This is an optimization exercise on Yosys and OpenROAD, whose aim is small area and a short achievable clock period, not a production implementation. In this exercise RTL edits were held to simulation tests only and were not proved equivalent to the original. Power and IR drop assume default switching activity.

// systolic_array_4x4
module systolic_array_4x4 #(
  parameter DATA_W = 8,
  parameter ACC_W  = 16,
  parameter N      = 4
)(
  input  logic                   clk,
  input  logic                   rst_n,
  input  logic [N*DATA_W-1:0]    a_in,     
  input  logic [N*DATA_W-1:0]    w_in,     
  output logic [N*N*ACC_W-1:0]   result    
);
For scale: roughly 420 flip-flops, ~320 I/O pins, about 40000 µm² of cells after synthesis.
export LEC_CHECK = 0
export CAP_MARGIN = 20
export CORE_MARGIN = 2
export CORE_UTILIZATION = 40
export SETUP_SLACK_MARGIN = 1.9
export SLEW_MARGIN = 20
export SYNTH_HIERARCHICAL = 1
create_clock -name core_clock -period 5.2 [get_ports {clk}]
standard.sh (not shown) runs the stock make flow with config.mk's settings and CLKGATE_MAP_FILE= SYNTH_SCRIPT=/design/flow/synth_recipe.tcl, a recipe that flattens the netlist after the stock synthesis.
==> flow/flow/run.sh <==
#!/bin/bash
# Layout flow: the standard ORFS flow (standard.sh) with two settings
# passed to make:
#  - the port buffers that global placement inserts are the small
#    sky130_fd_sc_hd__buf_1 (every input and output port still gets its own
#    buffer; timing repair may resize it);
#  - ABC maps with a 1 fF load per output (ABC_LOAD_IN_FF) instead of 5 fF, so
#    the design's single-gate modules map to minimum-size cells; placement
#    and timing repair size up what needs it.
# The make output goes to standard_flow.log; ORFS keeps each step's log under
# orfs/logs.
set -euo pipefail
bash standard.sh "BUFFER_PORTS_ARGS=-buffer_cell sky130_fd_sc_hd__buf_1" \
  ABC_LOAD_IN_FF=1 finish > standard_flow.log 2>&1
==> next run, changes <==
- CELL_PAD_IN_SITES_DETAIL_PLACEMENT: unset -> 1
- CELL_PAD_IN_SITES_GLOBAL_PLACEMENT: unset -> 1
- CTS_BUF_LIST: unset -> sky130_fd_sc_hd__clkbuf_8
- SETUP_SLACK_MARGIN: 1.9 -> unset
Result:
- The changed run passed the timing, design-rule and antenna checks
- total power is lower by 2.3%
- worst hold slack loses 0.23 ns
- worst setup slack loses 0.44 ns
- cell count is higher by 0.64%
- utilization is lower by 1.3 points
- synthesized area does not change
==> next run, changes <==
==> flow/flow/run.sh (replaced) <==
#!/bin/bash
# Layout flow: the standard ORFS flow (standard.sh, unchanged synthesis),
# with the port buffers that global placement inserts made from the small
# sky130_fd_sc_hd__buf_1 instead of ORFS's default choice. Every input and
# output port still gets its own buffer; timing repair may resize them later.
set -euo pipefail
export BUFFER_PORTS_ARGS="-buffer_cell sky130_fd_sc_hd__buf_1"
bash standard.sh finish > standard_flow.log 2>&1
- CELL_PAD_IN_SITES_DETAIL_PLACEMENT: 1 -> unset
- CELL_PAD_IN_SITES_GLOBAL_PLACEMENT: 1 -> unset
- CTS_BUF_LIST: sky130_fd_sc_hd__clkbuf_8 -> unset
Outcome:
- global-route usage drops by 2.7 points
- via count drops by 1.1%
- first-iteration DRC count grows by about 12%
- die area grows by 3.4%
- combinational power rose by about 3%
- worst setup slack improved by 0.10 ns
- register-to-register slack improved by 0.10 ns
- non-clock buffer count shrinks by 20
==> next run, changes <==
==> flow/flow/run.sh (replaced) <==
#!/bin/bash
# Layout flow: the standard ORFS flow (standard.sh) with two settings
# passed to make:
#  - the port buffers that global placement inserts are the small
#    sky130_fd_sc_hd__buf_1 (every input and output port still gets its own
#    buffer; timing repair may resize it);
#  - ABC maps with a 1 fF load per output (ABC_LOAD_IN_FF) instead of 5 fF, so
#    the design's single-gate modules map to minimum-size cells; placement
#    and timing repair size up what needs it.
# The make output goes to standard_flow.log; ORFS keeps each step's log under
# orfs/logs.
set -euo pipefail
bash standard.sh "BUFFER_PORTS_ARGS=-buffer_cell sky130_fd_sc_hd__buf_1" \
  ABC_LOAD_IN_FF=1 finish > standard_flow.log 2>&1
- SETUP_SLACK_MARGIN: unset -> 1.7
Outcome: The changed run produced a clean layout; power drops by a few percent; core utilization climbs by 0.22 points; first-iteration DRC count climbs by roughly a tenth; via count drops slightly; setup slack gets better by 0.27 ns; area after synthesis drops by a few percent; routed wire length drops by a few percent; fmax climbs by a little under a tenth.
==> next run, changes <==
- SETUP_SLACK_MARGIN: 1.7 -> 1.5
Outcome:
- The new run completed without violations
- via count stays flat
- die area does not change
- area after synthesis does not change
- core utilization falls by 0.11 points
- critical path depth rises by 3
- routed wire length barely changes

-- static timing again, ports no longer ideal --
Ports are ideal in the flow. The routed layouts listed here were re-timed in OpenROAD. Step 1, drivers: a clkbuf_16 drives clk and a buf_2 each remaining input, both assumed. Step 2 also shifts input and output timing later by t, the mid clock arrival at the registers, as if the neighbouring blocks saw the same clock. Three values: no drivers, after step 1, after step 2; two values: the first two.
run	t, ns	setup WS [ns]	worst setup path after step 2	clock arrival spread, ns	worst data-port slew with drivers (ns)
the first run	0.697	1.856 / 1.787 / 1.985	register to register	0.023 / 0.023	0.10
the second run	0.789	1.412 / 1.412 / 1.412	register to register	0.044 / 0.044	0.06
the third run	0.696	1.512 / 1.512 / 1.512	register to register	0.040 / 0.040	0.09
the fourth run	0.693	1.784 / 1.716 / 1.829	register to register	0.020 / 0.020	0.10
the fifth run	0.694	1.620 / 1.620 / 1.620	register to register	0.021 / 0.021	0.10
After both steps setup and hold are still met in every run listed.
